Background: an optimization exercise with open tools, aiming at small area and a short achievable clock period. Do not read the settings as production practice. At most, simulation tests tie the RTL to the original design; equivalence was not proved. No activity file was given, so power comes from the tool's default toggle rates.

==> inputs of job 3067 <==
==> flow/design.v <==
module IEEE754_AdderSubtract
(
	input clock,
	input resetn,
	input [31:0] a,
	input [31:0] b,
	output [31:0] y
);
	wire [7:0]  ea = a[30:23];
	wire [7:0]  eb = b[30:23];
	wire [7:0]  dba, dab;
	wire        ge;                              
	bk_add #(8) u_dba (eb, ~ea, 1'b1, dba, ge);
	bk_add #(8) u_dab (ea, ~eb, 1'b1, dab, );
	wire [7:0]  sh = ge ? dba : dab;
	reg         v1, sg1, sub1, ge1, big1;
	reg  [7:0]  eg1;
	reg  [4:0]  sh1;
	reg  [22:0] ma1, mb1;
	always @(posedge clock) begin
		v1   <= resetn;
		sg1  <= ge ? b[31] : a[31];
		sub1 <= a[31] ^ b[31];
		ge1  <= ge;
		eg1  <= ge ? eb : ea;
		big1 <= |sh[7:5];
		sh1  <= sh[4:0];
		ma1  <= a[22:0];
		mb1  <= b[22:0];
	end
	wire [22:0] mg = ge1 ? mb1 : ma1;
	wire [22:0] mw = ge1 ? ma1 : mb1;
	wire [4:0]  she = big1 ? 5'd23 : sh1;
	wire [23:0] sm = {1'b1, mw} >> she;
	wire [24:0] A = {2'b01, mg};
	wire [24:0] B = {1'b0, sm} ^ {25{sub1}};
	wire [24:0] p = A ^ B;
	wire [24:0] gc;                              
	wire [24:0] pc;                              
	wire        co;
	bk_prefix #(25, 16) u_pre (A & B, p, gc, pc, co);
	wire        neg = sub1 & ~co;
	wire [24:0] r = p ^ (gc | (pc & {25{co}})) ^ {25{neg}};
	wire        s = sg1 ^ neg;
	wire [4:0]  c;                               
	wire        nz;                              
	lzc32 u_lzc ({r, 7'b0}, c, nz);
	wire [24:0] n1 = c[4] ? {r[8:0], 16'b0} : r;
	wire [24:0] n2 = c[3] ? {n1[16:0], 8'b0} : n1;
	wire [24:0] n3 = c[2] ? {n2[20:0], 4'b0} : n2;
	wire [24:0] n4 = c[0] ? {n3[23:0], 1'b0} : n3;
	wire [4:0]  lz = {c[4:2], c[1] & nz, c[0]};
	wire [7:0]  egp;
	wire [2:0]  ehd;
	wire [4:0]  elo;
	wire        nb;                              
	bk_add #(8) u_inc (eg1, 8'd0, 1'b1, egp, );
	bk_add #(3, 2) u_dec (egp[7:5], 3'b111, 1'b0, ehd, );
	bk_add #(5) u_exp (egp[4:0], ~lz, 1'b1, elo, nb);
	reg         s2, k2;
	reg  [7:0]  e2;
	reg  [23:0] n42;
	always @(posedge clock)
		k2 <= c[1];                              
	always @(posedge clock) begin
		if (!resetn || !v1) begin
			s2  <= 1'b0;
			e2  <= 8'd0;
			n42 <= 24'd0;
		end else begin
			s2  <= s;
			e2  <= {nb ? egp[7:5] : ehd, elo};
			n42 <= n4[23:0];
		end
	end
	wire [23:0] n5 = k2 ? {n42[21:0], 2'b0} : n42;
	assign y = {s2, e2, n5[23:1]};
endmodule
module bk_prefix #(parameter N = 8, parameter TOPD = 4)
(
	input  [N-1:0] g,
	input  [N-1:0] p,
	output [N-1:0] gc,
	output [N-1:0] pc,
	output         co
);
	reg [N-1:0] G, P, Gn, Pn;
	integer i, d;
	always @(*) begin
		G = g;
		P = p;
		for (d = 1; d < N; d = d * 2) begin
			Gn = G; Pn = P;
			for (i = 2*d-1; i < N; i = i + 2*d) begin
				Gn[i] = G[i] | (P[i] & G[i-d]);
				Pn[i] = P[i] & P[i-d];
			end
			G = Gn; P = Pn;
		end
		for (d = TOPD; d >= 1; d = d / 2) begin
			Gn = G; Pn = P;
			for (i = 3*d-1; i < N; i = i + 2*d) begin
				Gn[i] = G[i] | (P[i] & G[i-d]);
				Pn[i] = P[i] & P[i-d];
			end
			G = Gn; P = Pn;
		end
	end
	assign gc = {G[N-2:0], 1'b0};
	assign pc = {P[N-2:0], 1'b1};
	assign co = G[N-1];
endmodule
module bk_add #(parameter N = 8, parameter TOPD = 4)
(
	input  [N-1:0] x,
	input  [N-1:0] y,
	input          ci,
	output [N-1:0] s,
	output         co
);
	wire [N-1:0] p = x ^ y;
	wire [N-1:0] gc, pc;
	wire         c;
	bk_prefix #(N, TOPD) u_pre (x & y, p, gc, pc, c);
	assign s  = p ^ (gc | (pc & {N{ci}}));
	assign co = c | (&p & ci);
endmodule
module lzc32
(
	input  [31:0] x,
	output [4:0]  c,
	output        v
);
	wire [3:0] ch, cl;
	wire       vh, vl;
	lzc16 u_h (x[31:16], ch, vh);
	lzc16 u_l (x[15:0],  cl, vl);
	assign v = vh | vl;
	assign c = vh ? {1'b0, ch} : {1'b1, cl};
endmodule
module lzc16
(
	input  [15:0] x,
	output [3:0]  c,
	output        v
);
	wire [2:0] ch, cl;
	wire       vh, vl;
	lzc8 u_h (x[15:8], ch, vh);
	lzc8 u_l (x[7:0],  cl, vl);
	assign v = vh | vl;
	assign c = vh ? {1'b0, ch} : {1'b1, cl};
endmodule
module lzc8
(
	input  [7:0] x,
	output [2:0] c,
	output       v
);
	wire [1:0] ch, cl;
	wire       vh, vl;
	lzc4 u_h (x[7:4], ch, vh);
	lzc4 u_l (x[3:0], cl, vl);
	assign v = vh | vl;
	assign c = vh ? {1'b0, ch} : {1'b1, cl};
endmodule
module lzc4
(
	input  [3:0] x,
	output [1:0] c,
	output       v
);
	assign v = |x;
	assign c[1] = ~(x[3] | x[2]);
	assign c[0] = ~(x[3] | (~x[2] & x[1]));
endmodule
==> flow/flow/run.sh <==
#!/bin/bash
# The standard layout, with two changes to how it is made:
#  - the smallest plain buffer (buf_1) as the port buffer on every input and output;
#  - repair_timing aims for 15.3 ns of setup slack (the clock and constraints are unchanged).
set -euo pipefail
bash standard.sh finish "BUFFER_PORTS_ARGS=-buffer_cell sky130_fd_sc_hd__buf_1" SETUP_SLACK_MARGIN=15.3 > standard_flow.log 2>&1
==> flow/standard.sh <==
#!/bin/bash
# synth_recipe.tcl (not shown) runs the flow's synth.tcl, then flattens the netlist and writes it again
# the make line also repeats each setting of config.mk as NAME=value (left out here)
make -C /OpenROAD-flow-scripts/flow DESIGN_CONFIG=/design/flow/config.mk WORK_HOME=/design/flow/orfs CLKGATE_MAP_FILE= SYNTH_SCRIPT=/design/flow/synth_recipe.tcl "${@:-finish}"
==> flow/config.mk <==
export PLATFORM = sky130hd
export DESIGN_NAME = IEEE754_AdderSubtract
export DESIGN_NICKNAME = IEEE754_AdderSubtract
export VERILOG_FILES = /design/flow/design.v
export SDC_FILE = /design/flow/constraint.sdc
export NUM_CORES = 4
export LEC_CHECK = 0
export ABC_AREA = 1
export CAP_MARGIN = 20
export CORE_MARGIN = 2
export CORE_UTILIZATION = 60
export CTS_BUF_LIST = sky130_fd_sc_hd__clkbuf_8
export GPL_TIMING_DRIVEN = 0
export SLEW_MARGIN = 20
==> flow/constraint.sdc <==
create_clock -name core_clock -period 22.0 [get_ports {clock}]
set_input_delay 4.4000 -clock core_clock [delete_from_list [all_inputs] [get_ports {clock}]]
set_output_delay 4.4000 -clock core_clock [all_outputs]
set_load 0.01 [all_outputs]
==> job 2623: changes against job 3067 <==
==> flow/design.v, changed modules only <==
module IEEE754_AdderSubtract
(
	input clock,
	input resetn,
	input [31:0] a,
	input [31:0] b,
	output reg [31:0] y
);
	wire [7:0]  ea = a[30:23];
	wire [7:0]  eb = b[30:23];
	wire [7:0]  dba, dab;
	wire        ge;                              
	bk_add #(8) u_dba (eb, ~ea, 1'b1, dba, ge);
	bk_add #(8) u_dab (ea, ~eb, 1'b1, dab, );
	wire [7:0]  sh = ge ? dba : dab;
	reg         v1, sg1, sub1, big1;
	reg  [7:0]  eg1;
	reg  [4:0]  sh1;
	reg  [22:0] mg1, mw1;
	always @(posedge clock) begin
		v1   <= resetn;
		sg1  <= ge ? b[31] : a[31];
		sub1 <= a[31] ^ b[31];
		eg1  <= ge ? eb : ea;
		big1 <= |sh[7:5];
		sh1  <= sh[4:0];
		mg1  <= ge ? b[22:0] : a[22:0];
		mw1  <= ge ? a[22:0] : b[22:0];
	end
	wire [23:0] sm = big1 ? 24'd1 : ({1'b1, mw1} >> sh1);
	wire [24:0] A = {2'b01, mg1};
	wire [24:0] B = {1'b0, sm} ^ {25{sub1}};
	wire [24:0] p = A ^ B;
	wire [24:0] gc;                              
	wire [24:0] pc;                              
	wire        co;
	bk_prefix #(25, 16) u_pre (A & B, p, gc, pc, co);
	wire        neg = sub1 & ~co;
	wire [24:0] r = p ^ (gc | (pc & {25{co}})) ^ {25{neg}};
	wire        s = sg1 ^ neg;
	wire        z4 = ~|r[24:9];
	wire [24:0] n1 = z4 ? {r[8:0], 16'b0} : r;
	wire        z3 = ~|n1[24:17];
	wire [24:0] n2 = z3 ? {n1[16:0], 8'b0} : n1;
	wire        z2 = ~|n2[24:21];
	wire [24:0] n3 = z2 ? {n2[20:0], 4'b0} : n2;
	wire        z1 = ~|n3[24:23];
	wire [24:0] n4 = z1 ? {n3[22:0], 2'b0} : n3;
	wire        z0 = ~n4[24];
	wire [24:0] n5 = z0 ? {n4[23:0], 1'b0} : n4;
	wire [4:0]  lz = {z4, z3, z2, z1 & n5[24], z0};
	wire [7:0]  egp, e;
	bk_add #(8) u_inc (eg1, 8'd0, 1'b1, egp, );
	bk_add #(8) u_exp (egp, {3'b111, ~lz}, 1'b1, e, );
	always @(posedge clock) begin
		if (!resetn || !v1)
			y <= 32'h00000000;
		else
			y <= {s, e, n5[23:1]};
	end
endmodule
// module lzc32 removed
// module lzc16 removed
// module lzc8 removed
// module lzc4 removed
==> flow/flow/run.sh (replaced) <==
#!/bin/bash
# The standard layout, with the smallest plain buffer (buf_1) as the port
# buffer on every input and output instead of the default choice.
set -euo pipefail
bash standard.sh finish "BUFFER_PORTS_ARGS=-buffer_cell sky130_fd_sc_hd__buf_1" > standard_flow.log 2>&1
--- a/flow/config.mk
+++ b/flow/config.mk
@@ -10,4 +10,3 @@
 export CORE_MARGIN = 2
-export CORE_UTILIZATION = 60
-export CTS_BUF_LIST = sky130_fd_sc_hd__clkbuf_8
+export CORE_UTILIZATION = 40
 export GPL_TIMING_DRIVEN = 0
==> out/metrics.csv <==
stage,metric,value,unit
logic_synthesis,top-area cell type share of the netlist area,23.4,%
setup_path,Crit Path Max Fanout,8,
outcome,status,timing/DRC/antenna clean,
logic_synthesis,post-synthesis cell area,8370,µm²
setup_path,CP startpoint,big1$_DFF_P_,
routing,met3 wire length,1890,µm
# the run above: job 3067

==> out/metrics.csv <==
stage,metric,value,unit
routing,WL met2,10900,µm
setup_path,CP Buf/Inv Count,12,
setup_path,Crit Path Max Fanout,10,
logic_synthesis,top-area cell type share of the netlist area,23.5,%
setup_path,critical path's top delay family,simple AND/OR/NAND/NOR gates,
pwr,Clk pwr share,15.9,%
outcome,status,timing/DRC/antenna clean,
# the run above: job 2623

Only the layout flow was run in job 3067; the RTL was not checked for function there.

[what the ideal ports hide]
No port has a modelled driver above. Below, the same layouts with a new extraction and two added sets of constraints. Step 1, drivers: a clkbuf_16 drives clock and a buf_2 each remaining input, both assumed. Step 2 also shifts input and output timing later by t, the mid clock arrival at the registers, as if the neighbouring blocks saw the same clock. Slacks: ideal / step 1 / step 2; pairs: ideal / step 1.
run | t, ns | setup WS [ns] | clock arrival spread, ns | worst data-port slew with drivers (ns)
job 3067 | 0.417 | 15.296 / 15.296 / 15.116 | 0.026 / 0.026 | 0.04
job 2623 | 0.403 | 13.733 / 13.733 / 13.733 | 0.008 / 0.007 | 0.04
After both steps every run listed still meets setup and hold. The setup slack of job 3067, which loses most, moves by 0.000 ns with the drivers and by -0.180 ns with both steps.
